This design comes from an exercise in tuning for small area and a short achievable clock period on the open sky130 flow, not from production work.
Function was checked by simulation only, so behaviour that the tests miss may differ from the original.
Power is estimated from default activity; no workload was simulated.

`constraint.sdc`:
```
create_clock -name core_clock -period 9.0 [get_ports {clk}]
set_input_delay 1.8000 -clock core_clock [delete_from_list [all_inputs] [get_ports {clk}]]
set_output_delay 1.8000 -clock core_clock [all_outputs]
set_load 0.01 [all_outputs]
```
`standard.sh`:
```
#!/bin/bash
# synth_recipe.tcl (not shown) runs the flow's synth.tcl, then flattens the netlist and writes it again
# the make line also repeats each setting of config.mk as NAME=value (left out here)
make -C /OpenROAD-flow-scripts/flow DESIGN_CONFIG=/design/flow/config.mk WORK_HOME=/design/flow/orfs CLKGATE_MAP_FILE= SYNTH_SCRIPT=/design/flow/synth_recipe.tcl "${@:-finish}"
```
`flow/run.sh`:
```
#!/bin/bash
# Layout flow: the standard ORFS flow (standard.sh, synthesis unchanged),
# with two changes to how the layout is made:
#  - the input/output port buffers are sky130_fd_sc_hd__buf_1 (the resizer
#    upsizes those on critical paths) instead of the cell buffer_ports picks;
#  - clock tree synthesis uses clkbuf_16 with larger sink clusters and no
#    dummy loads.
set -euo pipefail
export BUFFER_PORTS_ARGS="-buffer_cell sky130_fd_sc_hd__buf_1"
export CTS_ARGS="-sink_clustering_enable -repair_clock_nets -dont_use_dummy_load -buf_list sky130_fd_sc_hd__clkbuf_16 -sink_clustering_size 24 -sink_clustering_max_diameter 60"
bash standard.sh finish > flow_make.log 2>&1
```
`design.v`:
```
module pc_prefix_adder(
    input   [31:0] curr_pc,
    output  [31:0] pc_plus_4
);
    assign pc_plus_4 = {curr_pc[31:2] + 30'd1, curr_pc[1:0]};
endmodule
module ext_ao22(
    input   a0,
    input   b0,
    input   a1,
    input   b1,
    output  y
);
    assign y = (a0 & b0) | (a1 & b1);
endmodule
module extend_logic(
    input   [31:0]    instr,       
    input   [2:0]     imm_src,     
    output  [31:0]    imm_extend   
);
    localparam OPC_LOAD = 7'b000_0011;  
    localparam OPC_STOR = 7'b010_0011;  
    localparam IMM_I    = 3'b000;    
    localparam IMM_S    = 3'b001;    
    localparam IMM_B    = 3'b010;    
    localparam IMM_J    = 3'b011;    
    localparam IMM_U    = 3'b100;    
    localparam F3_SLLI  = 3'b001;
    localparam F3_SRxI  = 3'b101;
    wire [6:0]  opcode = instr[6:0];
    wire [2:0]  funct3 = instr[14:12];
    wire uimm_ext = (  
        (opcode != OPC_LOAD) &&
        (opcode != OPC_STOR) &&
        ((funct3 == F3_SLLI) || (funct3 == F3_SRxI))
    );
    wire is_i  = (imm_src == IMM_I);
    wire is_s  = (imm_src == IMM_S);
    wire is_b  = (imm_src == IMM_B);
    wire is_j  = (imm_src == IMM_J);
    wire is_u  = (imm_src == IMM_U);
    wire is_is = is_i & ~uimm_ext;               
    wire f_lo_i  = is_i | is_j;                  
    wire f_lo_s  = is_s | is_b;                  
    wire f_mid   = is_is | is_s | is_b | is_j;   
    wire f_sgn12 = is_is | is_s | is_b;          
    wire f_up12  = is_j | is_u;                  
    wire f_sgn20 = f_mid;                        
    wire f_31    = f_mid | is_u;                 
    wire [31:0] v;
    genvar k;
    ext_ao22 u_b0(.a0(is_i), .b0(instr[20]), .a1(is_s), .b1(instr[7]), .y(v[0]));
    generate
        for(k = 1; k < 5; k = k + 1)begin: LO
            ext_ao22 u_b(.a0(f_lo_i), .b0(instr[20+k]), .a1(f_lo_s), .b1(instr[7+k]), .y(v[k]));
        end
        for(k = 5; k < 11; k = k + 1)begin: MID
            assign v[k] = f_mid & instr[20+k];
        end
    endgenerate
    assign v[11] = ((is_is | is_s) & instr[31]) | (is_b & instr[7]) | (is_j & instr[20]);
    generate
        for(k = 12; k < 20; k = k + 1)begin: UP12
            ext_ao22 u_b(.a0(f_sgn12), .b0(instr[31]), .a1(f_up12), .b1(instr[k]), .y(v[k]));
        end
        for(k = 20; k < 31; k = k + 1)begin: UP20
            ext_ao22 u_b(.a0(f_sgn20), .b0(instr[31]), .a1(is_u), .b1(instr[k]), .y(v[k]));
        end
    endgenerate
    assign v[31] = f_31 & instr[31];
    assign imm_extend = v;
endmodule
module rf_aoi3(
    input   [2:0]   d,
    input   [2:0]   s,
    output          y_n
);
    assign y_n = ~|(d & s);
endmodule
module rf_and4(
    input   [3:0]   a,
    output          y
);
    assign y = &a;
endmodule
module rf_and3(
    input   [2:0]   a,
    output          y
);
    assign y = &a;
endmodule
module rf_nand3(
    input   [2:0]   a,
    output          y
);
    assign y = ~&a;
endmodule
module rf_rdbit(
    input   [31:1]  d,
    input   [31:1]  s,
    output          q
);
    wire [10:0] y_n;
    wire [2:0]  p;
    genvar g;
    generate
        for(g = 0; g < 10; g = g + 1)begin: A3
            rf_aoi3 u_aoi(.d(d[3*g+3:3*g+1]), .s(s[3*g+3:3*g+1]), .y_n(y_n[g]));
        end
    endgenerate
    assign y_n[10] = ~(d[31] & s[31]);
    rf_and4  u_a0(.a(y_n[3:0]),  .y(p[0]));
    rf_and4  u_a1(.a(y_n[7:4]),  .y(p[1]));
    rf_and3  u_a2(.a(y_n[10:8]), .y(p[2]));
    rf_nand3 u_n (.a(p), .y(q));
endmodule
module rf_inv(
    input   a,
    output  y
);
    assign y = ~a;
endmodule
module rf_nand2(
    input   [1:0]   a,
    output          y
);
    assign y = ~&a;
endmodule
module rf_nor2(
    input   [1:0]   a,
    output          y
);
    assign y = ~|a;
endmodule
module rf_dec(
    input   [4:0]   a,
    output  [31:1]  s_lo,
    output  [31:1]  s_hi
);
    wire [4:0] a_n;
    wire [3:0] pa_n;     
    wire [7:0] pb_n;     
    genvar g;
    generate
        for(g = 0; g < 5; g = g + 1)begin: LIT
            rf_inv u_inv(.a(a[g]), .y(a_n[g]));
        end
        for(g = 0; g < 4; g = g + 1)begin: PA
            rf_nand2 u_pa(.a({g[1] ? a[1] : a_n[1], g[0] ? a[0] : a_n[0]}), .y(pa_n[g]));
        end
        for(g = 0; g < 8; g = g + 1)begin: PB
            rf_nand3 u_pb(.a({g[2] ? a[4] : a_n[4], g[1] ? a[3] : a_n[3], g[0] ? a[2] : a_n[2]}), .y(pb_n[g]));
        end
        for(g = 1; g < 32; g = g + 1)begin: SEL
            rf_nor2 u_lo(.a({pb_n[g/4], pa_n[g%4]}), .y(s_lo[g]));
            rf_nor2 u_hi(.a({pb_n[g/4], pa_n[g%4]}), .y(s_hi[g]));
        end
    endgenerate
endmodule
module rf_wdec(
    input           we,
    input   [4:0]   a,
    output  [31:1]  w,
    output  [31:1]  w_n
);
    genvar g;
    generate
        for(g = 1; g < 32; g = g + 1)begin: D
            assign w[g]   = we & (a == g);
            assign w_n[g] = ~(we & (a == g));
        end
    endgenerate
endmodule
module reg_file(
    input               clk,
    input               we,
    input   [4  : 0]    rs1,
    input   [4  : 0]    rs2,
    input   [4  : 0]    rd_addr,
    input   [31  : 0]   rd_data,
    output  [31 : 0]    rd1,
    output  [31 : 0]    rd2
);
reg [31:0] mem [1:31];
wire [31:1] sel1_lo, sel1_hi, sel2_lo, sel2_hi;
rf_dec u_dec1(.a(rs1), .s_lo(sel1_lo), .s_hi(sel1_hi));
rf_dec u_dec2(.a(rs2), .s_lo(sel2_lo), .s_hi(sel2_hi));
genvar idx, b;
generate
    for(b = 0; b < 32; b = b + 1)begin: RD
        wire [31:1] col;
        for(idx = 1; idx < 32; idx = idx + 1)begin: C
            assign col[idx] = mem[idx][b];
        end
        rf_rdbit u_rd1(.d(col), .s(b < 16 ? sel1_lo : sel1_hi), .q(rd1[b]));
        rf_rdbit u_rd2(.d(col), .s(b < 16 ? sel2_lo : sel2_hi), .q(rd2[b]));
    end
endgenerate
wire [31:1] wr, wr_n;
rf_wdec u_wdec(.we(we), .a(rd_addr), .w(wr), .w_n(wr_n));
generate
    for(idx = 1; idx < 32; idx = idx + 1)begin: REG_FILE
        always @(posedge clk)begin
            mem[idx] <= (rd_data & {32{wr[idx]}}) | (mem[idx] & {32{wr_n[idx]}});
        end
    end
endgenerate
endmodule
`timescale 1ns/1ns
module pc_aoi222(
    input   [2:0]   s,
    input   [2:0]   d,
    output          y_n
);
    assign y_n = ~|(s & d);
endmodule
module IF_stage#(
    parameter PC_RESET_VALUE = 32'h0
)(
    input   clk,
    input   n_rst,
    input   [1:0]   PC_src,
    input   [31:0]  next_pc,
    input   [31:0]  jump_pc,
    input   [31:0]  branch_pc,
    output  [31:0]  curr_pc,
    output  [31:0]  pc_plus_4
);
    wire [31:0] PC_n;
    reg  [31:0] PC_reg;
    assign curr_pc      =   PC_reg;   
    wire [2:0] pc_sel = {PC_src == 2'b10, PC_src == 2'b01, PC_src == 2'b00};
    genvar k;
    generate
        for(k = 0; k < 32; k = k + 1)begin: MUX
            pc_aoi222 u_mux(
                .s      (pc_sel),
                .d      ({branch_pc[k], jump_pc[k], next_pc[k]}),
                .y_n    (PC_n[k])
            );
        end
    endgenerate
    always @(posedge clk or negedge n_rst)begin
        if(!n_rst)
            PC_reg <= PC_RESET_VALUE;
        else
            PC_reg <= ~PC_n;
    end
    pc_prefix_adder u_pc_plus_4(
        .curr_pc    (PC_reg),
        .pc_plus_4  (pc_plus_4)
    );      
endmodule
`timescale 1ns/1ns
module ID_stage(
    input   clk,
    input   n_rst,
    input           RegWrite,
    input   [2:0]   Imm_Src,
    input   [31:0]  instr,
    input   [31:0]  reg_wdata,
    output  [31:0] RD1,
    output  [31:0] RD2,
    output  [31:0] imm_value
);
    wire [4:0] rs1  = instr[19:15];
    wire [4:0] rs2  = instr[24:20];
    wire [4:0] rd   = instr[11:7];
    reg_file u_register_file(
        .clk        (clk),
        .we         (RegWrite),
        .rs1        (rs1),
        .rs2        (rs2),
        .rd_addr    (rd),
        .rd_data    (reg_wdata),
        .rd1        (RD1),
        .rd2        (RD2)
    );
    extend_logic u_extend_logic(
        .instr      (instr),
        .imm_src    (Imm_Src),
        .imm_extend (imm_value)
    );
endmodule
`timescale 1ns/1ns
module if_id_top(
    input           clk,
    input           n_rst,
    input   [1:0]   PC_src,
    input           RegWrite,
    input   [2:0]   Imm_Src,
    input   [31:0]  next_pc,
    input   [31:0]  jump_pc,
    input   [31:0]  branch_pc,
    input   [31:0]  instr,
    input   [31:0]  reg_wdata,
    output  [31:0]  curr_pc,
    output  [31:0]  pc_plus_4,
    output  [31:0]  RD1,
    output  [31:0]  RD2,
    output  [31:0]  imm_value
);
    IF_stage #(
        .PC_RESET_VALUE (32'h0)
    ) u_IF_stage(
        .clk        (clk),
        .n_rst      (n_rst),
        .PC_src     (PC_src),
        .next_pc    (next_pc),
        .jump_pc    (jump_pc),
        .branch_pc  (branch_pc),
        .curr_pc    (curr_pc),
        .pc_plus_4  (pc_plus_4)
    );
    ID_stage u_ID_stage(
        .clk            (clk),
        .n_rst          (n_rst),
        .RegWrite       (RegWrite),
        .Imm_Src        (Imm_Src),
        .instr          (instr),
        .reg_wdata      (reg_wdata),
        .RD1            (RD1),
        .RD2            (RD2),
        .imm_value      (imm_value)
    );
endmodule
```
`config.mk`:
```
export PLATFORM = sky130hd
export DESIGN_NAME = if_id_top
export DESIGN_NICKNAME = if_id_top
export VERILOG_FILES = /design/flow/design.v
export SDC_FILE = /design/flow/constraint.sdc
export NUM_CORES = 8
export LEC_CHECK = 0
export CAP_MARGIN = 20
export CORE_MARGIN = 2
export CORE_UTILIZATION = 60
export PLACE_DENSITY = 0.72
export SETUP_SLACK_MARGIN = 3.5
export SLEW_MARGIN = 20
export SYNTH_HIERARCHICAL = 1
```
==> impl_metrics.prom, run 1 <==
# TYPE chip_impl_metric gauge
chip_impl_metric{name="fin_tns_setup",unit="ns"} 0
chip_impl_metric{name="clock_skew",unit="ns"} 0
chip_impl_metric{name="yosysSeqAreaShare",unit="%"} 48.48
chip_impl_metric{name="postSynthNetCount",unit=""} 3887
chip_impl_info{name="cts_tree",value="built"} 1
chip_impl_metric{name="layout_setup_ws",unit="ns"} 3.236
chip_impl_metric{name="final_nets",unit=""} 4345
chip_impl_info{name="min_path_type",value="reg -> reg"} 1
chip_impl_metric{name="dieArea",unit="mm^2"} 0.07317
chip_impl_metric{name="min_delay_path_depth",unit=""} 1
chip_impl_metric{name="detailroute.via_count",unit=""} 45061
chip_impl_metric{name="synth_enable_flop_cells",unit=""} 0
chip_impl_metric{name="filler_cell_count",unit=""} 4858
chip_impl_metric{name="core_area",unit="mm^2"} 0.07015
chip_impl_metric{name="first_global_vias",unit=""} 42842
chip_impl_metric{name="timing_max_transition_violations_final",unit=""} 0
chip_impl_metric{name="number_of_antenna_violations_at_the_first_check_in_global_routing",unit=""} 4
chip_impl_info{name="cts_root_buffer",value="sky130_fd_sc_hd__clkbuf_16"} 1
chip_impl_info{name="synth_top_cells_by_count",value="992 x sky130_fd_sc_hd__dfxtp_1, 970 x sky130_fd_sc_hd__a22o_1, 672 x sky130_fd_sc_hd__a222oi_1"} 1
chip_impl_metric{name="largest_register_ff_count",unit=""} 992
chip_impl_metric{name="asyncSetResetFlopFracSynth",unit="%"} 3.125
chip_impl_metric{name="clock_pin_slew_reported_for_the_worst_setup_and_hold_paths_after_clock_tree_synthesis",unit="ns"} 0.06
chip_impl_metric{name="finalSetupViolations",unit=""} 0
chip_impl_metric{name="synthDominantCellAreaShare",unit="%"} 46.60
chip_impl_metric{name="path_depth",unit=""} 10
chip_impl_metric{name="ys.warnings.count",unit=""} 9
chip_impl_metric{name="post-route-min-period",unit="ns"} 5.764
chip_impl_metric{name="placement_rows",unit=""} 97
chip_impl_metric{name="clock_insertion_delay_worst_skew",unit="ns"} 0.64
chip_impl_metric{name="critPathMaxFanout",unit=""} 16
chip_impl_metric{name="dpl_cell_area",unit="mm^2"} 0.04420
chip_impl_metric{name="final_area",unit="mm^2"} 0.05028
chip_impl_info{name="post-synth-top-area-cell",value="sky130_fd_sc_hd__dfxtp_1"} 1
chip_impl_metric{name="synth.avg_cell_area",unit="um^2"} 11.46
chip_impl_metric{name="dieWidth",unit="um"} 270.5
chip_impl_info{name="synth_top_flop_cell",value="sky130_fd_sc_hd__dfxtp_1"} 1
chip_impl_metric{name="gr_overflow_total",unit=""} 0
chip_impl_metric{name="first_pass_iters",unit=""} 15
chip_impl_metric{name="pre_cts_slack",unit="ns"} 2.414
chip_impl_metric{name="die_height",unit="um"} 270.5
chip_impl_metric{name="holdBufCountCts",unit=""} 0
chip_impl_metric{name="detail_route.wl_per_cell",unit="um"} 39.09
chip_impl_info{name="cp_slowest_cell",value="sky130_fd_sc_hd__a222oi_1"} 1
chip_impl_info{name="cp_top_family",value="simple AND/OR/NAND/NOR gates"} 1
chip_impl_metric{name="area_growth_from_synthesis_to_layout",unit="%"} 17.99
chip_impl_metric{name="max_cap_viol_count",unit=""} 0
chip_impl_metric{name="antenna_violating_nets_post_route",unit=""} 0
chip_impl_metric{name="power.static_leakage",unit="nW"} 19.61
chip_impl_metric{name="num_antenna_cells",unit=""} 0
chip_impl_metric{name="irDropWorstVdd",unit="mV"} 0.1938
chip_impl_metric{name="hold_slack",unit="ns"} 0.4995
chip_impl_info{name="synth.top_cells.by_area",value="sky130_fd_sc_hd__dfxtp_1 47%, sky130_fd_sc_hd__a22o_1 20%, sky130_fd_sc_hd__a222oi_1 16%, sky130_fd_sc_hd__buf_6 3.1%, sky130_fd_sc_hd__and4_1 2.7%"} 1
chip_impl_metric{name="routed_via_density",unit=""} 8.811
chip_impl_metric{name="critical_path_required",unit="ns"} 7.20
chip_impl_metric{name="synth.lib_cells_used.distinct",unit=""} 44
chip_impl_metric{name="postSynthRegisterBits",unit=""} 1024
chip_impl_info{name="crit_path_start_kind",value="input pin"} 1
chip_impl_metric{name="finalWirelength",unit="mm"} 199.9
chip_impl_metric{name="detailed_place_hpwl",unit="mm"} 107.0
chip_impl_metric{name="layout-drive-gt1-share",unit="%"} 20.10
chip_impl_metric{name="drt_drc_violations_left",unit=""} 0
chip_impl_metric{name="area_of_the_multi_input_gates",unit="mm^2"} 0.02125
chip_impl_metric{name="io_buffers",unit=""} 326
chip_impl_metric{name="finalHoldViolCount",unit=""} 0
chip_impl_metric{name="achievable-frequency",unit="GHz"} 0.1735
chip_impl_metric{name="critical_path.max_stage_delay",unit="ns"} 0.49
chip_impl_metric{name="io-pin-count",unit=""} 328
chip_impl_info{name="run_status",value="complete, no violations"} 1
chip_impl_metric{name="grt_first_pass_wirelength",unit="mm"} 276.4
chip_impl_info{name="timing.critical_path.to_type",value="output port"} 1
chip_impl_info{name="setup.worst_path.class",value="in -> out"} 1
chip_impl_metric{name="numClockSinks",unit=""} 1024
chip_impl_metric{name="floorplan.initialDensity",unit="%"} 60.74
chip_impl_metric{name="totalPowerFinal",unit="mW"} 11.00
chip_impl_metric{name="grt_use_total",unit="%"} 49.86
chip_impl_metric{name="grt_max_degree",unit=""} 33
chip_impl_metric{name="timing.critical_path.buf_inv",unit=""} 5
chip_impl_metric{name="register_area",unit="mm^2"} 0.02066
chip_impl_metric{name="htree_num_levels",unit=""} 3
chip_impl_info{name="setup_repair_after_global_routing_missed_its_margin",value="yes"} 1
chip_impl_info{name="crit_path_frequent_cell",value="sky130_fd_sc_hd__buf_6"} 1
chip_impl_info{name="synth_most_common_cell",value="sky130_fd_sc_hd__dfxtp_1"} 1
chip_impl_metric{name="finalWeightedCongestion",unit=""} 0.9891
chip_impl_metric{name="cts-root-to-sink-buffers",unit=""} 3
chip_impl_metric{name="mappedNetlistArea",unit="mm^2"} 0.04261
chip_impl_info{name="cell_by_cell_trace_of_the_critical_path",value="buf_16 -> clkinvlp_4 -> buf_12 -> nand2_8 -> nor2_1 -> buf_6 -> a222oi_1 -> and4_4 -> nand3_4 -> buf_6"} 1
chip_impl_metric{name="max_slew_margin",unit="%"} 14.30
chip_impl_metric{name="worst_pin_slew",unit="ns"} 1.284
chip_impl_metric{name="worst-endpoint-arrival",unit="ns"} 3.96
chip_impl_metric{name="final.period_utilization",unit="%"} 64.05
chip_impl_metric{name="power.density",unit="mW/mm^2"} 218.8
chip_impl_metric{name="drtIter0Drc",unit=""} 13390
chip_impl_metric{name="ff2ff_path_depth",unit=""} 1
chip_impl_metric{name="netlist_instances",unit=""} 3718
chip_impl_metric{name="cts_inserted_buffers",unit=""} 68
==> layer usage <==
layer | GRT usage (%) | wire length (um) | vias up
li1 | - | - | 17087
met1 | 60.19 | 65320 | 21291
met2 | 70.22 | 79870 | 5251
met3 | 20.72 | 35820 | 1424
met4 | 38.03 | 18800 | 8
met5 | 1.645 | 103 | -
==> stage by stage <==
step | cells | utilization, %
final | 5114 | 71.67
after global routing | 5114 | 71.67
after floorplan | 3718 | -
after CTS | 5028 | 68.93
after detailed placement | 4841 | 63.01
after global placement | 4841 | 63.01
==> modules after synthesis (local to each module, per instance), excerpt <==
module	times used	cells inside	area, um^2	flip-flops and latches
rf_aoi3	640	1	10.01	0
rf_and4	128	1	8.758	0
rf_wdec	1	96	491.7	0
rf_inv	10	1	3.754	0
reg_file	1	2266	30750	992
rf_nand2	8	1	3.754	0
extend_logic	1	32	220.2	0
rf_nand3	80	1	5.005	0
pc_aoi222	32	1	10.01	0
rf_rdbit	64	1	3.754	0
rf_and3	64	1	6.256	0
pc_prefix_adder	1	83	580.6	0
ext_ao22	24	1	8.758	0
==> path summary, 6_finish.rpt <==
| path | start | endpoint | slack, ns |
|---|---|---|---|
| max | instr[15] | RD1[12] | 3.24 |
| min in group asynchronous | n_rst | u_IF_stage.PC_reg[16] | 1.25 |
| min reg2reg | u_ID_stage.u_register_file.mem[31][2] | u_ID_stage.u_register_file.mem[31][2] | 0.50 |
| max reg2reg | u_ID_stage.u_register_file.mem[27][4] | u_ID_stage.u_register_file.mem[27][4] | 8.28 |
| min | u_ID_stage.u_register_file.mem[31][2] | u_ID_stage.u_register_file.mem[31][2] | 0.50 |
| max in group asynchronous | n_rst | u_IF_stage.PC_reg[12] | 7.22 |
==> report_power, final <==
part / leakage [nW] / total (mW) / switching (mW) / internal [mW]
registers: 8.66 / 6.21 / 0.786 / 5.42
logic: 10.1 / 1.89 / 0.919 / 0.967
clock network: 0.838 / 2.91 / 1.56 / 1.34
==> layout make-up <==
| type | count | area share [%] |
|---|---|---|
| clock buffers | 68 | 3.384 |
| well taps | 940 | 2.339 |
| flip-flops and latches | 1024 | 41.09 |
| multi-input cells | 2360 | 42.26 |
| repair buffers | 677 | 10.51 |
| inverters | 45 | 0.4106 |
==> cell families (layout without fill, tap and decap cells) <==
kind of cell / after synthesis / after routing / synth area share, %
buffers and inverters: 341 / 790 / 5.585
and+or+nand+nor: 627 / 634 / 8.342
AOI/OAI and AO/OA: 1695 / 1695 / 36.94
xor gates and xnor gates: 29 / 29 / 0.5961
adders and majority gates: 1 / 1 / 0.02936
DFF: 1024 / 1024 / 48.48
muxes: 1 / 1 / 0.02349
==> placed cells by master, fill, tap and decap left out, types with 64 or more instances in the layout <==
cell type / synthesis / routed
sky130_fd_sc_hd__nor2_4: 0 / 64
sky130_fd_sc_hd__dfxtp_1: 992 / 992
sky130_fd_sc_hd__buf_4: 2 / 218
sky130_fd_sc_hd__nor2_1: 166 / 67
sky130_fd_sc_hd__buf_1: 0 / 265
sky130_fd_sc_hd__nand2_1: 115 / 87
sky130_fd_sc_hd__clkbuf_16: 0 / 70
sky130_fd_sc_hd__a22o_1: 970 / 970
sky130_fd_sc_hd__a222oi_1: 672 / 672
sky130_fd_sc_hd__buf_6: 117 / 83
==> timing repair <==
item	CTS	global route
pin swaps	118	183
setup buffers	111	69
setup endpoints to repair	72	72
gates resized for setup	294	326
gates cloned	8	17
==> run 2, diff against run 1 <==
==> flow/run.sh (replaced) <==
#!/bin/bash
# Layout flow: the standard ORFS flow (standard.sh, synthesis unchanged),
# with two changes to how the layout is made:
#  - the input/output port buffers are sky130_fd_sc_hd__buf_1 (the resizer
#    upsizes those on critical paths) instead of the cell buffer_ports picks;
#  - clock tree synthesis uses clkbuf_8 with sink clusters of up to 16 and
#    no dummy loads.
set -euo pipefail
export BUFFER_PORTS_ARGS="-buffer_cell sky130_fd_sc_hd__buf_1"
export CTS_ARGS="-sink_clustering_enable -repair_clock_nets -dont_use_dummy_load -buf_list sky130_fd_sc_hd__clkbuf_8 -sink_clustering_size 16 -sink_clustering_max_diameter 50"
bash standard.sh finish > flow_make.log 2>&1
--- a/config.mk
+++ b/config.mk
@@ -7,8 +7,8 @@
 export LEC_CHECK = 0
 export CAP_MARGIN = 20
 export CORE_MARGIN = 2
-export CORE_UTILIZATION = 60
-export PLACE_DENSITY = 0.72
+export CORE_UTILIZATION = 65
+export PLACE_DENSITY = 0.78
 export SETUP_SLACK_MARGIN = 3.5
 export SLEW_MARGIN = 20
 export SYNTH_HIERARCHICAL = 1
==> run 2 against run 1 <==
Net effect:
- flip-flop and latch count did not move
- worst hold slack improved by 0.0022 ns
- combinational power shrank 2%
- non-clock buffer count decreased by 15
- synthesized area unchanged
- synthesized cell count stayed put
- maximum frequency is 1.0% lower
- largest cell class unchanged
- routed wire length is 3.3% lower
- cell count down 1.3%
- highest routed layer unchanged
==> impl_metrics.prom, run 2 <==
# TYPE chip_impl_metric gauge
chip_impl_info{name="run_status",value="complete, no violations"} 1
chip_impl_metric{name="clock_insertion_delay_worst_skew",unit="ns"} 0.79
chip_impl_metric{name="largest_register_ff_count",unit=""} 992
chip_impl_metric{name="postSynthRegisterBits",unit=""} 1024
chip_impl_metric{name="finalWirelength",unit="mm"} 193.4
chip_impl_metric{name="fin_tns_setup",unit="ns"} 0
chip_impl_metric{name="critical_path_required",unit="ns"} 7.20
chip_impl_info{name="synth_most_common_cell",value="sky130_fd_sc_hd__dfxtp_1"} 1
chip_impl_metric{name="totalPowerFinal",unit="mW"} 10.57
chip_impl_metric{name="clock_skew",unit="ns"} 0
chip_impl_metric{name="layout_setup_ws",unit="ns"} 3.177
chip_impl_metric{name="pre_cts_slack",unit="ns"} 2.587
chip_impl_metric{name="floorplan.initialDensity",unit="%"} 65.98
chip_impl_metric{name="max_cap_viol_count",unit=""} 0
chip_impl_info{name="synth.top_cells.by_area",value="sky130_fd_sc_hd__dfxtp_1 47%, sky130_fd_sc_hd__a22o_1 20%, sky130_fd_sc_hd__a222oi_1 16%, sky130_fd_sc_hd__buf_6 3.1%, sky130_fd_sc_hd__and4_1 2.7%"} 1
chip_impl_metric{name="detail_route.wl_per_cell",unit="um"} 38.31
chip_impl_metric{name="clock_pin_slew_reported_for_the_worst_setup_and_hold_paths_after_clock_tree_synthesis",unit="ns"} 0.07
chip_impl_metric{name="core_area",unit="mm^2"} 0.06458
chip_impl_info{name="cts_tree",value="built"} 1
chip_impl_metric{name="power.density",unit="mW/mm^2"} 215.4
chip_impl_metric{name="cts_inserted_buffers",unit=""} 98
chip_impl_metric{name="finalWeightedCongestion",unit=""} 1.098
chip_impl_metric{name="drt_drc_violations_left",unit=""} 0
chip_impl_info{name="hold_path_startpoint",value="u_ID_stage.u_register_file.mem[31][28]"} 1
chip_impl_metric{name="asyncSetResetFlopFracSynth",unit="%"} 3.125
chip_impl_metric{name="ys.warnings.count",unit=""} 9
chip_impl_info{name="hold_end",value="u_ID_stage.u_register_file.mem[31][28]"} 1
chip_impl_metric{name="first_pass_iters",unit=""} 20
chip_impl_info{name="layout_commonest_cell",value="sky130_fd_sc_hd__dfxtp_1"} 1
chip_impl_metric{name="htree_num_levels",unit=""} 3
chip_impl_metric{name="synthDominantCellAreaShare",unit="%"} 46.60
chip_impl_metric{name="mappedNetlistArea",unit="mm^2"} 0.04261
chip_impl_info{name="synth_top_flop_cell",value="sky130_fd_sc_hd__dfxtp_1"} 1
chip_impl_metric{name="synth_enable_flop_cells",unit=""} 0
chip_impl_metric{name="finalSetupViolations",unit=""} 0
chip_impl_metric{name="irDropWorstVdd",unit="mV"} 0.1835
chip_impl_metric{name="layout.cells.non_filler",unit=""} 5048
chip_impl_metric{name="r2r_slack",unit="ns"} 8.26
chip_impl_metric{name="synth.avg_cell_area",unit="um^2"} 11.46
chip_impl_metric{name="final_area",unit="mm^2"} 0.04908
chip_impl_metric{name="achievable-frequency",unit="GHz"} 0.1717
chip_impl_metric{name="dieArea",unit="mm^2"} 0.06762
chip_impl_metric{name="place_inst",unit=""} 4782
chip_impl_metric{name="post-route-min-period",unit="ns"} 5.823
chip_impl_metric{name="grt_use_total",unit="%"} 52.32
chip_impl_metric{name="ff2ff_path_depth",unit=""} 1
chip_impl_metric{name="final.period_utilization",unit="%"} 64.70
chip_impl_metric{name="layout-drive-gt1-share",unit="%"} 19.63
chip_impl_metric{name="routed_via_density",unit=""} 8.982
chip_impl_info{name="post-synth-top-area-cell",value="sky130_fd_sc_hd__dfxtp_1"} 1
chip_impl_metric{name="min_delay_path_depth",unit=""} 1
chip_impl_metric{name="finalHoldViolCount",unit=""} 0
chip_impl_info{name="cts_root_buffer",value="sky130_fd_sc_hd__clkbuf_8"} 1
chip_impl_metric{name="cts-root-to-sink-buffers",unit=""} 3
chip_impl_info{name="leading_cell_types_in_the_layout_fill_and_taps_excluded",value="992 x sky130_fd_sc_hd__dfxtp_1, 970 x sky130_fd_sc_hd__a22o_1, 672 x sky130_fd_sc_hd__a222oi_1"} 1
chip_impl_info{name="min_path_type",value="reg -> reg"} 1
chip_impl_metric{name="worst-endpoint-arrival",unit="ns"} 4.02
chip_impl_metric{name="antenna_violating_nets_post_route",unit=""} 0
chip_impl_metric{name="detailroute.via_count",unit=""} 45342
chip_impl_metric{name="critPathMaxFanout",unit=""} 8
chip_impl_metric{name="area_growth_from_synthesis_to_layout",unit="%"} 15.18
chip_impl_info{name="crit_path_start_kind",value="input pin"} 1
chip_impl_info{name="setup_repair_after_global_routing_missed_its_margin",value="yes"} 1
chip_impl_metric{name="holdBufCountCts",unit=""} 0
chip_impl_metric{name="max_slew_margin",unit="%"} 14.77
chip_impl_metric{name="placement_rows",unit=""} 93
chip_impl_info{name="reg2reg_to",value="u_ID_stage.u_register_file.mem[28][13]"} 1
chip_impl_metric{name="synth.lib_cells_used.distinct",unit=""} 44
chip_impl_metric{name="final_nets",unit=""} 4358
chip_impl_metric{name="postSynthNetCount",unit=""} 3887
chip_impl_metric{name="dpl_cell_area",unit="mm^2"} 0.04423
chip_impl_metric{name="grt_max_degree",unit=""} 33
chip_impl_metric{name="timing_max_transition_violations_final",unit=""} 0
chip_impl_info{name="rr_startpoint",value="u_ID_stage.u_register_file.mem[28][13]"} 1
chip_impl_metric{name="die_height",unit="um"} 260.0
chip_impl_info{name="setup.worst_path.class",value="in -> out"} 1
chip_impl_metric{name="io_buffers",unit=""} 326
chip_impl_metric{name="number_of_antenna_violations_at_the_first_check_in_global_routing",unit=""} 9
chip_impl_metric{name="power.static_leakage",unit="nW"} 19.28
chip_impl_metric{name="drtIter0Drc",unit=""} 15200
chip_impl_metric{name="detailed_place_hpwl",unit="mm"} 107.2
chip_impl_metric{name="grt_first_pass_wirelength",unit="mm"} 268.1
chip_impl_metric{name="netlist_instances",unit=""} 3718
chip_impl_metric{name="first_global_vias",unit=""} 42447
chip_impl_info{name="timing.critical_path.to_type",value="output port"} 1
chip_impl_metric{name="dieWidth",unit="um"} 260.0
chip_impl_metric{name="gr_overflow_total",unit=""} 0
chip_impl_metric{name="yosysSeqAreaShare",unit="%"} 48.48
chip_impl_info{name="synth_top_cells_by_count",value="992 x sky130_fd_sc_hd__dfxtp_1, 970 x sky130_fd_sc_hd__a22o_1, 672 x sky130_fd_sc_hd__a222oi_1"} 1
chip_impl_metric{name="numClockSinks",unit=""} 1024
chip_impl_metric{name="io-pin-count",unit=""} 328
chip_impl_metric{name="worst_pin_slew",unit="ns"} 1.277
run 2: cell counts after synthesis:
Identical to the previous run, type by type.
run 2: worst max-delay path by stage:
stage,slack [ns],end,from
6_report,3.18,RD1[3],instr[18]
5_1_grt,3.27,RD1[30],instr[18]
4_1_cts,3.47,RD1[3],instr[18]
3_5_place_dp,2.59,RD1[31],instr[16]
3_3_place_gp,2.66,RD2[18],instr[21]
2_1_floorplan,4.01,RD1[0],instr[19]
run 2: layout make-up:
| class | count | area (um^2) |
|---|---|---|
| multi-input cells | 2358 | 21030 |
| well taps | 855 | 1070 |
| clock buffers | 98 | 1349 |
| fillers | 4202 | 15500 |
| repair buffers | 662 | 4758 |
| diodes | 6 | 15.01 |
| flip-flops and latches | 1024 | 20660 |
| inverters | 45 | 198.9 |
run 2: what timing repair did:
action | in CTS | in global routing
endpoints found under the setup margin | 68 | 72
gates cloned | 5 | 16
buffers inserted | 58 | 83
pin swaps | 69 | 171
resized for setup | 216 | 364
run 2: per-stage QoR:
stage	util, %	hold slack [ns]
floorplan	-	0.4612
global placement	68.44	0.4749
detailed placement	68.48	0.4814
CTS	72.78	0.4989
global route	75.99	0.5134
finish	76.00	0.5017
run 2: logic make-up (layout without fill, tap and decap cells):
logic type	count (synthesis)	count (layout)	synth area share (%)
flops	1024	1024	48.48
xor+xnor	29	29	0.5961
other cells	0	6	0
simple gates	627	632	8.342
buf+inv	341	805	5.585
fa+ha+maj	1	1	0.02936
mux	1	1	0.02349
compound gates	1695	1695	36.94
run 2: Yosys stat by module, one instance, submodules excluded, a selection:
module	times used	cells inside	flip-flops and latches	cell area (um^2)
ext_ao22	24	1	0	8.758
extend_logic	1	32	0	220.2
pc_aoi222	32	1	0	10.01
pc_prefix_adder	1	83	0	580.6
reg_file	1	2266	992	30750
rf_and3	64	1	0	6.256
rf_and4	128	1	0	8.758
rf_aoi3	640	1	0	10.01
rf_inv	10	1	0	3.754
rf_nand2	8	1	0	3.754
rf_nand3	80	1	0	5.005
rf_nor2	124	1	0	3.754
rf_rdbit	64	1	0	3.754
rf_wdec	1	96	0	491.7
run 2: power by group:
group | switching [mW] | total [mW] | internal (mW)
clock network | 1.55 | 2.51 | 0.966
logic | 0.905 | 1.85 | 0.947
registers | 0.784 | 6.21 | 5.42
total | 3.24 | 10.6 | 7.34
run 2: critical path: stages:
cell and delay, ns:
sky130_fd_sc_hd__buf_12 0.13, sky130_fd_sc_hd__clkinvlp_4 0.27, sky130_fd_sc_hd__nand3_4 0.29, sky130_fd_sc_hd__nor2_4 0.09, sky130_fd_sc_hd__buf_6 0.16, sky130_fd_sc_hd__a222oi_1 0.63
sky130_fd_sc_hd__and4_1 0.34, sky130_fd_sc_hd__nand3_2 0.12, sky130_fd_sc_hd__buf_2 0.17
run 2: per-layer routing:
metal  wire [um]  track usage (%)  share of wire (%)  vias up
li1            -                -                  -    17092
met1       62520            63.53                 32    21278
met2       74940            71.94                 39     5417
met3       35310            22.82                 18     1543
met4       20470            41.19                 11       12
met5         121           0.9259              0.063        -
==> run 3, diff against run 2 <==
==> flow/run.sh (replaced) <==
#!/bin/bash
# Layout flow: the standard ORFS flow (standard.sh; synthesis, floorplan,
# tap cells and power grid unchanged), with these changes to how the layout
# is made:
#  - after the floorplan, place_array2.tcl places the register-file storage
#    (each flip-flop with the and-or hold multiplexer that drives it) in one
#    column block per bit, bits 0-15 in the lower half of the core and 16-31
#    in the upper half, on legal sites between the tap cells (FIRM); the
#    standard placement then places every other cell around them;
#  - io_pins.tcl puts the RD1/RD2 pins of each bit on the die edge next to
#    that bit's block (the other pins are placed by the standard pin placer);
#  - the input/output port buffers are sky130_fd_sc_hd__buf_1 (the resizer
#    upsizes those on critical paths);
#  - clock tree synthesis uses clkbuf_16 with sink clusters of up to 24 and
#    no dummy loads.
# Each tool's output goes to the ORFS logs under orfs/logs and to the
# *.log files written here.
set -euo pipefail
HERE=$(pwd)
export PA_BANDS=2 PA_GAP=0 PA_PITCH=30 PA_X0=61
export BUFFER_PORTS_ARGS="-buffer_cell sky130_fd_sc_hd__buf_1"
export CTS_ARGS="-sink_clustering_enable -repair_clock_nets -dont_use_dummy_load -buf_list sky130_fd_sc_hd__clkbuf_16 -sink_clustering_size 24 -sink_clustering_max_diameter 60"
export PRE_IO_PLACEMENT_TCL="$HERE/flow/io_pins.tcl"

bash standard.sh floorplan > flow_make_floorplan.log 2>&1

FP="$HERE/orfs/results/$FLOW_PLATFORM/if_id_top/base/2_floorplan.odb"
cp "$FP" "$HERE/2_floorplan_standard.odb"
ODB_IN="$HERE/2_floorplan_standard.odb" ODB_OUT="$FP" \
  openroad -no_init -exit "$HERE/flow/place_array2.tcl" > place_array.log 2>&1
rm -f "$HERE/2_floorplan_standard.odb"

bash standard.sh finish > flow_make.log 2>&1
==> flow/io_pins.tcl (new file) <==
# Put the two read-port output pins of each bit on the die edge next to that
# bit's register-file block (bits 0-15 along the bottom, 16-31 along the top),
# matching the block layout of place_array.tcl.
set blk [ord::get_db_block]
set site_w 0.46
set cx0 [expr {[lindex [[lindex [$blk getRows] 0] getOrigin] 0] / 1000.0}]
set bits_per_band [expr {32 / $::env(PA_BANDS)}]
for {set b 0} {$b < 32} {incr b} {
  set col [expr {$b % $bits_per_band}]
  set x1 [expr {$cx0 + ($::env(PA_X0) + $col * $::env(PA_PITCH)) * $site_w}]
  set x2 [expr {$x1 + $::env(PA_PITCH) * $site_w}]
  set edge [expr {$b < $bits_per_band ? "bottom" : "top"}]
  set_io_pin_constraint -pin_names [list "RD1\[$b\]" "RD2\[$b\]"] -region $edge:$x1-$x2
}
==> flow/place_array2.tcl (new file) <==
# Pre-place the register-file storage and the first level of its read
# multiplexers in one column block per bit (bits 0-15 in the lower half of
# the core, 16-31 in the upper half).  In a block, registers 3g+1..3g+3 take
# three rows (each flip-flop beside the and-or hold multiplexer driving its D
# pin) and the row after them holds the two and-or-invert cells (one per read
# port) that read those three registers.  Cells sit on legal sites between
# the tap cells and are marked FIRM; the standard placement places all other
# cells around them.
# usage: openroad -exit place_array2.tcl  (env ODB_IN, ODB_OUT, PA_*)
read_db $::env(ODB_IN)
set blk [ord::get_db_block]
set site_w 460
set rows [$blk getRows]
set nrows [llength $rows]
set cx0 [lindex [[lindex $rows 0] getOrigin] 0]

array set taps {}
foreach inst [$blk getInsts] {
  if {[string match "*tapvpwrvgnd*" [[$inst getMaster] getName]]} {
    set loc [$inst getLocation]
    set s [expr {([lindex $loc 0] - $cx0) / $site_w}]
    set w [expr {[[$inst getMaster] getWidth] / $site_w}]
    lappend taps([lindex $loc 1]) [list $s [expr {$s + $w}]]
  }
}

proc driver_of {it} {
  set net [$it getNet]
  if {$net == "NULL"} { return "" }
  foreach t [$net getITerms] { if {[$t isOutputSignal]} { return [$t getInst] } }
  return ""
}

# flip-flop / hold-mux pairs by register and bit
array set pair {}
array set ffpos {}
foreach inst [$blk getInsts] {
  if {[regexp {u_register_file\.mem(_n)?\\?\[(\d+)\\?\]\\?\[(\d+)\\?\]} [$inst getName] -> x r b]} {
    set pair($r,$b) [list $inst [driver_of [$inst findITerm D]]]
    set ffpos([$inst getName]) [list $r $b]
  }
}
puts "pairs found: [array size pair]"

# and-or-invert read cells by (group, bit)
array set aoi {}
foreach inst [$blk getInsts] {
  if {![string match "*a222oi*" [[$inst getMaster] getName]]} continue
  set regs {}
  set bit -1
  foreach it [$inst getITerms] {
    if {![$it isInputSignal]} continue
    set d [driver_of $it]
    if {$d != "" && [info exists ffpos([$d getName])]} {
      lassign $ffpos([$d getName]) r b
      lappend regs $r
      set bit $b
    }
  }
  if {[llength $regs] != 3} continue
  set g [expr {([lindex [lsort -integer $regs] 0] - 1) / 3}]
  lappend aoi($g,$bit) $inst
}
puts "aoi groups found: [array size aoi]"

proc overlaps {y s e} {
  global taps
  if {![info exists taps($y)]} { return -1 }
  foreach t $taps($y) {
    if {$s < [lindex $t 1] && [lindex $t 0] < $e} { return [lindex $t 1] }
  }
  return -1
}

# place the instances in list insts left to right in row ri from site xs
proc place_row {ri xs xe insts} {
  global rows cx0 site_w
  set row [lindex $rows $ri]
  set y [lindex [$row getOrigin] 1]
  set cur $xs
  foreach inst $insts {
    set w [expr {[[$inst getMaster] getWidth] / $site_w}]
    while {1} {
      if {$cur + $w > $xe} { error "row $ri full" }
      set t [overlaps $y $cur [expr {$cur + $w}]]
      if {$t < 0} break
      set cur $t
    }
    $inst setOrient [$row getOrient]
    $inst setLocation [expr {$cx0 + $cur * $site_w}] $y
    $inst setPlacementStatus FIRM
    set cur [expr {$cur + $w + $::env(PA_GAP)}]
  }
}

set pitch $::env(PA_PITCH)
set x0 $::env(PA_X0)
set half [expr {$nrows / 2}]
set nused 42
set placed 0
for {set b 0} {$b < 32} {incr b} {
  set band [expr {$b / 16}]
  set col [expr {$b % 16}]
  set xs [expr {$x0 + $col * $pitch}]
  set xe [expr {$xs + $pitch}]
  set r0 [expr {$band * $half + ($half - $nused) / 2}]
  set ri $r0
  for {set g 0} {$g < 11} {incr g} {
    for {set r [expr {3 * $g + 1}]} {$r <= 3 * $g + 3 && $r <= 31} {incr r} {
      place_row $ri [expr {$xs + 1}] $xe [lindex $pair($r,$b) 1]
      # hold mux and flip-flop abut
      set mx [lindex $pair($r,$b) 1]
      set ff [lindex $pair($r,$b) 0]
      set mloc [$mx getLocation]
      set mw [[$mx getMaster] getWidth]
      set row [lindex $rows $ri]
      $ff setOrient [$row getOrient]
      $ff setLocation [expr {[lindex $mloc 0] + $mw}] [lindex $mloc 1]
      $ff setPlacementStatus FIRM
      if {[overlaps [lindex $mloc 1] [expr {([lindex $mloc 0] + $mw - $cx0) / $site_w}] [expr {([lindex $mloc 0] + $mw + [[$ff getMaster] getWidth] - $cx0) / $site_w}]] >= 0} {
        error "flip-flop of x$r bit $b overlaps a tap"
      }
      incr placed
      incr ri
    }
    if {[info exists aoi($g,$b)]} {
      place_row $ri [expr {$xs + 1}] $xe $aoi($g,$b)
    }
    incr ri
  }
}
puts "placed $placed pairs"
write_db $::env(ODB_OUT)
--- a/config.mk
+++ b/config.mk
@@ -7,8 +7,8 @@
 export LEC_CHECK = 0
 export CAP_MARGIN = 20
 export CORE_MARGIN = 2
-export CORE_UTILIZATION = 65
-export PLACE_DENSITY = 0.78
+export CORE_UTILIZATION = 60
+export PLACE_DENSITY = 0.72
 export SETUP_SLACK_MARGIN = 3.5
 export SLEW_MARGIN = 20
 export SYNTH_HIERARCHICAL = 1
==> run 3 against run 2 <==
Net effect:
- worst setup slack better by 0.29 ns
- largest power group unchanged
- die area rose by 8.2%
- flip-flop and latch count stayed put
- critical path depth stayed put
- non-clock buffer count down 182
- clock skew unchanged
- count of clock-buffer cells in the layout is 45 lower
- routed wire length down 24%
- highest routed layer unchanged
- via count down 17%
- sequential share of layout area up 2.5 points
- clock power is 8% lower
- final area fell by 5.6%
==> impl_metrics.prom, run 3 <==
# TYPE chip_impl_metric gauge
chip_impl_metric{name="area_of_the_multi_input_gates",unit="mm^2"} 0.02019
chip_impl_metric{name="dpl_cell_area",unit="mm^2"} 0.04408
chip_impl_metric{name="filler_cell_count",unit=""} 5521
chip_impl_metric{name="final.period_utilization",unit="%"} 61.44
chip_impl_info{name="cts_root_buffer",value="sky130_fd_sc_hd__clkbuf_16"} 1
chip_impl_metric{name="postSynthNetCount",unit=""} 3887
chip_impl_metric{name="floorplan.initialDensity",unit="%"} 60.74
chip_impl_info{name="post-synth-top-area-cell",value="sky130_fd_sc_hd__dfxtp_1"} 1
chip_impl_info{name="cp_slowest_cell",value="sky130_fd_sc_hd__a222oi_1"} 1
chip_impl_metric{name="critPathMaxFanout",unit=""} 16
chip_impl_metric{name="netlist_instances",unit=""} 3718
chip_impl_info{name="setup_repair_after_global_routing_missed_its_margin",value="yes"} 1
chip_impl_info{name="cts_tree",value="built"} 1
chip_impl_info{name="layout_commonest_cell",value="sky130_fd_sc_hd__dfxtp_1"} 1
chip_impl_metric{name="irDropWorstVdd",unit="mV"} 0.1826
chip_impl_metric{name="finalWirelength",unit="mm"} 147.1
chip_impl_metric{name="register_area",unit="mm^2"} 0.02066
chip_impl_metric{name="critical_path_required",unit="ns"} 7.20
chip_impl_metric{name="gr_overflow_total",unit=""} 0
chip_impl_metric{name="timing.critical_path.buf_inv",unit=""} 4
chip_impl_metric{name="finalWeightedCongestion",unit=""} 0.9448
chip_impl_info{name="crit_path_start_kind",value="input pin"} 1
chip_impl_metric{name="final_nets",unit=""} 4126
chip_impl_metric{name="io_buffers",unit=""} 326
chip_impl_info{name="min_path_type",value="reg -> reg"} 1
chip_impl_metric{name="grt_max_degree",unit=""} 33
chip_impl_metric{name="die_height",unit="um"} 270.5
chip_impl_metric{name="post-route-min-period",unit="ns"} 5.529
chip_impl_metric{name="number_of_antenna_violations_at_the_first_check_in_global_routing",unit=""} 6
chip_impl_metric{name="drt_drc_violations_left",unit=""} 0
chip_impl_metric{name="synthDominantCellAreaShare",unit="%"} 46.60
chip_impl_metric{name="mappedNetlistArea",unit="mm^2"} 0.04261
chip_impl_metric{name="timing_max_transition_violations_final",unit=""} 0
chip_impl_info{name="cp_top_family",value="simple AND/OR/NAND/NOR gates"} 1
chip_impl_metric{name="ys.warnings.count",unit=""} 9
chip_impl_metric{name="placement_rows",unit=""} 97
chip_impl_metric{name="worst_pin_slew",unit="ns"} 1.205
chip_impl_metric{name="critical_path.max_stage_delay",unit="ns"} 0.40
chip_impl_metric{name="fin_tns_setup",unit="ns"} 0
chip_impl_metric{name="first_global_vias",unit=""} 32522
chip_impl_info{name="hold_path_startpoint",value="u_ID_stage.u_register_file.mem[3][31]"} 1
chip_impl_metric{name="clock_pin_slew_reported_for_the_worst_setup_and_hold_paths_after_clock_tree_synthesis",unit="ns"} 0.07
chip_impl_metric{name="layout-drive-gt1-share",unit="%"} 10.47
chip_impl_metric{name="asyncSetResetFlopFracSynth",unit="%"} 3.125
chip_impl_info{name="run_status",value="complete, no violations"} 1
chip_impl_info{name="cell_by_cell_trace_of_the_critical_path",value="buf_6 -> clkinvlp_4 -> nand3_4 -> nor2_1 -> buf_6 -> a222oi_1 -> and4_1 -> nand3_1 -> buf_1"} 1
chip_impl_metric{name="grt_use_total",unit="%"} 37.93
chip_impl_metric{name="clock_insertion_delay_worst_skew",unit="ns"} 0.59
chip_impl_metric{name="largest_register_ff_count",unit=""} 992
chip_impl_info{name="critical_path.startpoint",value="instr[23]"} 1
chip_impl_metric{name="worst-endpoint-arrival",unit="ns"} 3.73
chip_impl_metric{name="core_area",unit="mm^2"} 0.07015
chip_impl_metric{name="synth.avg_cell_area",unit="um^2"} 11.46
chip_impl_info{name="leading_cell_types_in_the_layout_fill_and_taps_excluded",value="992 x sky130_fd_sc_hd__dfxtp_1, 970 x sky130_fd_sc_hd__a22o_1, 672 x sky130_fd_sc_hd__a222oi_1"} 1
chip_impl_metric{name="antenna_violating_nets_post_route",unit=""} 0
chip_impl_metric{name="holdBufCountCts",unit=""} 0
chip_impl_metric{name="min_delay_path_depth",unit=""} 1
chip_impl_metric{name="ff2ff_path_depth",unit=""} 1
chip_impl_metric{name="detailroute.via_count",unit=""} 37693
chip_impl_info{name="crit_path_frequent_cell",value="sky130_fd_sc_hd__buf_6"} 1
chip_impl_metric{name="achievable-frequency",unit="GHz"} 0.1808
chip_impl_info{name="synth_most_common_cell",value="sky130_fd_sc_hd__dfxtp_1"} 1
chip_impl_metric{name="cts_inserted_buffers",unit=""} 53
chip_impl_metric{name="postSynthRegisterBits",unit=""} 1024
chip_impl_metric{name="max_cap_viol_count",unit=""} 0
chip_impl_metric{name="htree_num_levels",unit=""} 2
chip_impl_info{name="synth_top_flop_cell",value="sky130_fd_sc_hd__dfxtp_1"} 1
chip_impl_info{name="setup.worst_path.class",value="in -> out"} 1
chip_impl_metric{name="finalSetupViolations",unit=""} 0
chip_impl_metric{name="detail_route.wl_per_cell",unit="um"} 30.03
chip_impl_metric{name="path_depth",unit=""} 9
chip_impl_metric{name="final_area",unit="mm^2"} 0.04633
chip_impl_metric{name="io-pin-count",unit=""} 328
chip_impl_metric{name="drtIter0Drc",unit=""} 18251
chip_impl_info{name="synth.top_cells.by_area",value="sky130_fd_sc_hd__dfxtp_1 47%, sky130_fd_sc_hd__a22o_1 20%, sky130_fd_sc_hd__a222oi_1 16%, sky130_fd_sc_hd__buf_6 3.1%, sky130_fd_sc_hd__and4_1 2.7%"} 1
chip_impl_metric{name="power.static_leakage",unit="nW"} 17.59
chip_impl_info{name="timing.critical_path.to_type",value="output port"} 1
chip_impl_metric{name="finalHoldViolCount",unit=""} 0
chip_impl_metric{name="dieArea",unit="mm^2"} 0.07317
chip_impl_metric{name="clock_skew",unit="ns"} 0
chip_impl_metric{name="routed_via_density",unit=""} 7.692
chip_impl_metric{name="yosysSeqAreaShare",unit="%"} 48.48
chip_impl_metric{name="first_pass_iters",unit=""} 20
chip_impl_info{name="synth_top_cells_by_count",value="992 x sky130_fd_sc_hd__dfxtp_1, 970 x sky130_fd_sc_hd__a22o_1, 672 x sky130_fd_sc_hd__a222oi_1"} 1
chip_impl_metric{name="synth.lib_cells_used.distinct",unit=""} 44
chip_impl_metric{name="cts-root-to-sink-buffers",unit=""} 3
chip_impl_info{name="rr_startpoint",value="u_ID_stage.u_register_file.mem[10][0]"} 1
chip_impl_metric{name="grt_first_pass_wirelength",unit="mm"} 214.8
chip_impl_metric{name="numClockSinks",unit=""} 1024
chip_impl_metric{name="area_growth_from_synthesis_to_layout",unit="%"} 8.721
chip_impl_metric{name="r2r_slack",unit="ns"} 8.33
chip_impl_metric{name="detailed_place_hpwl",unit="mm"} 105.4
chip_impl_metric{name="synth_enable_flop_cells",unit=""} 0
chip_impl_metric{name="power.density",unit="mW/mm^2"} 214.8
chip_impl_metric{name="max_slew_margin",unit="%"} 19.50
chip_impl_metric{name="dieWidth",unit="um"} 270.5
## run 3: cell count changes in the layout (fill, tap and decap cells not counted), sizes merged
cell and delta:
buf -200, clkbuf -27, nand2 -5, clkinvlp -1
diode -1, inv +1
## run 3: worst paths after layout
| path | endpoint |
|---|---|
| worst max-delay path | RD2[16] |
| worst min-delay path | u_ID_stage.u_register_file.mem[3][31] |
| worst max register to register | u_ID_stage.u_register_file.mem[10][0] |
| worst min register to register | u_ID_stage.u_register_file.mem[3][31] |
| max in group asynchronous | u_IF_stage.PC_reg[22] |
| min in group asynchronous | u_IF_stage.PC_reg[13] |
## run 3: through the flow
step	utilization (%)	cells	power (mW)	hold WS (ns)	setup slack (ns)
5_1_grt	66.03	4896	10.52	0.5337	3.464
3_3_place_gp	62.84	4815	7.614	0.4871	3.198
2_1_floorplan	-	3718	7.096	0.4612	4.008
6_report	66.04	4900	9.951	0.5033	3.471
4_1_cts	65.02	4873	9.862	0.5034	3.469
3_5_place_dp	62.84	4815	7.619	0.4876	3.101
## run 3: kinds of logic (layout without fill, tap and decap cells)
logic type                 count (synthesis)  in the layout  synth area share [%]
other                                      0              5                     0
and+or+nand+nor                          627            627                 8.342
muxes                                      1              1               0.02349
buffers and inverters                    341            578                 5.585
DFF                                     1024           1024                 48.48
adders and majority gates                  1              1               0.02936
AOI/OAI and AO/OA                       1695           1695                 36.94
xor gates and xnor gates                  29             29                0.5961
## run 3: power by group
group | switching [mW] | internal [mW]
logic | 0.643 | 0.807
registers | 0.756 | 5.42
clock network | 1.28 | 1.04
total | 2.68 | 7.27
## run 3: repair_timing
item | 4_1_cts | 5_1_grt
pin swaps | 4 | 21
gates resized for setup | 41 | 60
cloned | 0 | 1
hold endpoints to repair | 0 | 0
buffers inserted | 5 | 10
setup endpoints to repair | 72 | 49
## run 3: modules after synthesis, one instance, submodules excluded, a selection
| module | times used | flops+latches |
|---|---|---|
| rf_rdbit | 64 | 0 |
| rf_nor2 | 124 | 0 |
| ext_ao22 | 24 | 0 |
| rf_inv | 10 | 0 |
| rf_nand3 | 80 | 0 |
| rf_and3 | 64 | 0 |
| rf_wdec | 1 | 0 |
| rf_aoi3 | 640 | 0 |
| pc_aoi222 | 32 | 0 |
| reg_file | 1 | 992 |
| rf_and4 | 128 | 0 |
| rf_nand2 | 8 | 0 |
| extend_logic | 1 | 0 |
## run 3: routing by layer
| metal | vias to the layer above | part of all wire [%] | track usage [%] |
|---|---|---|---|
| met5 | - | 0.037 | 0 |
| met4 | 8 | 4.4 | 12.56 |
| met3 | 329 | 22 | 9.772 |
| met2 | 4705 | 36 | 48.52 |
| met1 | 16076 | 38 | 60.10 |
| li1 | 16575 | - | - |
## run 3: cell type report
cell class	count	share of cell area [%]
diodes	5	0.02701
clock buffers	53	2.863
inverters	45	0.4105
multi-input cells	2353	43.59
flip-flops and latches	1024	44.59
well taps	940	2.539
repair buffers	480	5.979
==> run 4, diff against run 3 <==
--- a/flow/run.sh
+++ b/flow/run.sh
@@ -11,7 +11,7 @@
 #    that bit's block (the other pins are placed by the standard pin placer);
 #  - the input/output port buffers are sky130_fd_sc_hd__buf_1 (the resizer
 #    upsizes those on critical paths);
-#  - clock tree synthesis uses clkbuf_16 with sink clusters of up to 24 and
+#  - clock tree synthesis uses clkbuf_8 with sink clusters of up to 16 and
 #    no dummy loads.
 # Each tool's output goes to the ORFS logs under orfs/logs and to the
 # *.log files written here.
@@ -19,7 +19,7 @@
 HERE=$(pwd)
 export PA_BANDS=2 PA_GAP=0 PA_PITCH=30 PA_X0=61
 export BUFFER_PORTS_ARGS="-buffer_cell sky130_fd_sc_hd__buf_1"
-export CTS_ARGS="-sink_clustering_enable -repair_clock_nets -dont_use_dummy_load -buf_list sky130_fd_sc_hd__clkbuf_16 -sink_clustering_size 24 -sink_clustering_max_diameter 60"
+export CTS_ARGS="-sink_clustering_enable -repair_clock_nets -dont_use_dummy_load -buf_list sky130_fd_sc_hd__clkbuf_8 -sink_clustering_size 16 -sink_clustering_max_diameter 50"
 export PRE_IO_PLACEMENT_TCL="$HERE/flow/io_pins.tcl"
 
 bash standard.sh floorplan > flow_make_floorplan.log 2>&1
--- a/flow/place_array2.tcl
+++ b/flow/place_array2.tcl
@@ -130,4 +130,5 @@
   }
 }
 puts "placed $placed pairs"
+if {[info exists ::env(SD_SEL)]} { source [file join [file dirname [info script]] size_dec.tcl] }
 write_db $::env(ODB_OUT)
==> run 4 against run 3 <==
Net effect:
- global-route usage increased by 0.18 points
- core utilization decreased by 0.36 points
- clock skew unchanged
- worst hold slack got worse by 0.0057 ns
- cell count increased by 0.49%
- synthesized area unchanged
- critical path type unchanged
- critical endpoint is now RD2[0]
- largest cell class unchanged
==> impl_metrics.prom, run 4 <==
# TYPE chip_impl_metric gauge
chip_impl_info{name="run_status",value="complete, no violations"} 1
chip_impl_info{name="layout_commonest_cell",value="sky130_fd_sc_hd__dfxtp_1"} 1
chip_impl_metric{name="mappedNetlistArea",unit="mm^2"} 0.04261
chip_impl_metric{name="power.static_leakage",unit="nW"} 17.49
chip_impl_metric{name="synth.avg_cell_area",unit="um^2"} 11.46
chip_impl_metric{name="grt_max_degree",unit=""} 33
chip_impl_metric{name="max_slew_margin",unit="%"} 19.83
chip_impl_metric{name="dieWidth",unit="um"} 270.5
chip_impl_metric{name="gr_overflow_total",unit=""} 0
chip_impl_metric{name="area_growth_from_synthesis_to_layout",unit="%"} 8.122
chip_impl_metric{name="io_buffers",unit=""} 326
chip_impl_info{name="setup.worst_path.class",value="in -> out"} 1
chip_impl_info{name="leading_cell_types_in_the_layout_fill_and_taps_excluded",value="992 x sky130_fd_sc_hd__dfxtp_1, 970 x sky130_fd_sc_hd__a22o_1, 672 x sky130_fd_sc_hd__a222oi_1"} 1
chip_impl_metric{name="detailroute.via_count",unit=""} 38051
chip_impl_metric{name="first_pass_iters",unit=""} 17
chip_impl_metric{name="synth.lib_cells_used.distinct",unit=""} 44
chip_impl_metric{name="yosysSeqAreaShare",unit="%"} 48.48
chip_impl_metric{name="layout.cells.non_filler",unit=""} 4924
chip_impl_metric{name="postSynthNetCount",unit=""} 3887
chip_impl_metric{name="max_cap_viol_count",unit=""} 0
chip_impl_metric{name="core_area",unit="mm^2"} 0.07015
chip_impl_metric{name="postSynthRegisterBits",unit=""} 1024
chip_impl_info{name="synth_most_common_cell",value="sky130_fd_sc_hd__dfxtp_1"} 1
chip_impl_metric{name="placement_rows",unit=""} 97
chip_impl_metric{name="dpl_cell_area",unit="mm^2"} 0.04408
chip_impl_metric{name="final_nets",unit=""} 4150
chip_impl_metric{name="cts-root-to-sink-buffers",unit=""} 3
chip_impl_metric{name="detailed_place_hpwl",unit="mm"} 105.4
chip_impl_metric{name="synth_enable_flop_cells",unit=""} 0
chip_impl_metric{name="critical_path_required",unit="ns"} 7.20
chip_impl_metric{name="clock_insertion_delay_worst_skew",unit="ns"} 0.71
chip_impl_metric{name="antenna_violating_nets_post_route",unit=""} 0
chip_impl_metric{name="synthDominantCellAreaShare",unit="%"} 46.60
chip_impl_metric{name="post_route_utilization",unit="%"} 65.68
chip_impl_info{name="synth.top_cells.by_area",value="sky130_fd_sc_hd__dfxtp_1 47%, sky130_fd_sc_hd__a22o_1 20%, sky130_fd_sc_hd__a222oi_1 16%, sky130_fd_sc_hd__buf_6 3.1%, sky130_fd_sc_hd__and4_1 2.7%"} 1
chip_impl_metric{name="power.density",unit="mW/mm^2"} 211.8
chip_impl_metric{name="timing_max_transition_violations_final",unit=""} 0
chip_impl_metric{name="dieArea",unit="mm^2"} 0.07317
chip_impl_metric{name="netlist_instances",unit=""} 3718
chip_impl_info{name="synth_top_cells_by_count",value="992 x sky130_fd_sc_hd__dfxtp_1, 970 x sky130_fd_sc_hd__a22o_1, 672 x sky130_fd_sc_hd__a222oi_1"} 1
chip_impl_metric{name="critPathMaxFanout",unit=""} 16
chip_impl_metric{name="numClockSinks",unit=""} 1024
chip_impl_metric{name="final_area",unit="mm^2"} 0.04607
chip_impl_metric{name="detail_route.wl_per_cell",unit="um"} 29.93
chip_impl_metric{name="routed_via_density",unit=""} 7.728
chip_impl_metric{name="cts_inserted_buffers",unit=""} 82
chip_impl_metric{name="die_height",unit="um"} 270.5
chip_impl_info{name="min_path_type",value="reg -> reg"} 1
chip_impl_metric{name="htree_num_levels",unit=""} 3
[run 4: cell counts after synthesis]
No cell type changed its count.
[run 4: timing repair]
item | 4_1_cts | 5_1_grt
gates resized for setup | 42 | 65
setup buffers | 5 | 8
endpoints found under the setup margin | 72 | 63
pin swaps | 4 | 22
[run 4: Yosys stat by module, one instance, submodules excluded, excerpt]
| module | cells | flip-flops and latches | cell area (um^2) |
|---|---|---|---|
| rf_rdbit | 1 | 0 | 3.754 |
| ext_ao22 | 1 | 0 | 8.758 |
| rf_nand3 | 1 | 0 | 5.005 |
| rf_wdec | 96 | 0 | 491.7 |
| pc_prefix_adder | 83 | 0 | 580.6 |
| rf_and4 | 1 | 0 | 8.758 |
| rf_inv | 1 | 0 | 3.754 |
| rf_and3 | 1 | 0 | 6.256 |
| extend_logic | 32 | 0 | 220.2 |
[run 4: worst max-delay path, cell delays in order]
cell	delay, ns
sky130_fd_sc_hd__buf_6	0.15
sky130_fd_sc_hd__clkinvlp_4	0.22
sky130_fd_sc_hd__nand3_4	0.22
sky130_fd_sc_hd__nor2_1	0.10
sky130_fd_sc_hd__buf_4	0.23
sky130_fd_sc_hd__a222oi_1	0.44
sky130_fd_sc_hd__and4_1	0.32
sky130_fd_sc_hd__nand3_1	0.14
sky130_fd_sc_hd__clkbuf_2	0.16
[run 4: area by class of cell]
cell class,count,area (um^2)
Fill cell,5526,24080
Clock buffer,82,1129
Inverter,45,191.4
Tap cell,940,1176
Sequential cell,1024,20660
Multi-Input combinational cell,2353,20190
Antenna cell,5,12.51
Timing Repair Buffer,475,2714
[run 4: cell families (layout without fill, tap and decap cells)]
group / count (synthesis) / in the layout / share of synthesized area (%)
XOR/XNOR: 29 / 29 / 0.5961
flip-flops: 1024 / 1024 / 48.48
multiplexers: 1 / 1 / 0.02349
AO/OA/AOI/OAI: 1695 / 1695 / 36.94
buffers and inverters: 341 / 602 / 5.585
other: 0 / 5 / 0
AND/OR/NAND/NOR: 627 / 627 / 8.342
adder cells (fa/ha/maj): 1 / 1 / 0.02936
[run 4: power by group]
| part | switching [mW] | internal (mW) | total [mW] |
|---|---|---|---|
| Combinational | 0.643 | 0.806 | 1.45 |
| Sequential | 0.756 | 5.42 | 6.18 |
| Clock | 1.32 | 0.813 | 2.13 |
[run 4: path summary, 6_finish.rpt]
kind,end,slack [ns],depth (start not counted),startpoint
max,RD2[0],3.41,9,instr[24]
min,u_ID_stage.u_register_file.mem[30][31],0.50,1,u_ID_stage.u_register_file.mem[30][31]
max reg2reg,u_ID_stage.u_register_file.mem[28][0],8.33,1,u_ID_stage.u_register_file.mem[28][0]
min reg2reg,u_ID_stage.u_register_file.mem[30][31],0.50,1,u_ID_stage.u_register_file.mem[30][31]
max in group asynchronous,u_IF_stage.PC_reg[20],7.17,1,n_rst
min in group asynchronous,u_IF_stage.PC_reg[16],1.22,1,n_rst
[run 4: routing by layer]
metal  wire length [um]  global-route usage, %
met5                146                      0
met4               7048                  14.96
met3              32550                  10.21
met1              55240                  60.13
met2              52370                  47.67

## re-timing with driven ports
Ports are ideal in the flow. The routed layouts listed here were re-timed in OpenROAD.
Step 1, drivers: a clkbuf_16 drives clk and a buf_2 each remaining input, both assumed.
Step 2 adds t to the input delays and takes it off the output delays; t is the mean of the earliest and latest rising clock arrival at the registers after step 1. Input paths then give back, and output paths get back, about the clock's delay inside the block.
a / b / c = ideal / step 1 / step 2; a / b = the first two.
run | t (ns) | setup WS [ns] | cell pins on the clock port's net
run 1 | 0.701 | 3.236 / 3.145 / 3.145 | 1
run 2 | 0.829 | 3.177 / 3.114 / 3.114 | 1
run 3 | 0.645 | 3.471 / 3.430 / 3.430 | 1
run 4 | 0.732 | 3.413 / 3.355 / 3.355 | 1
After both steps setup and hold are still met in every run listed. The setup slack of run 1, which loses most, moves by -0.091 ns with the drivers and by -0.091 ns with both steps.
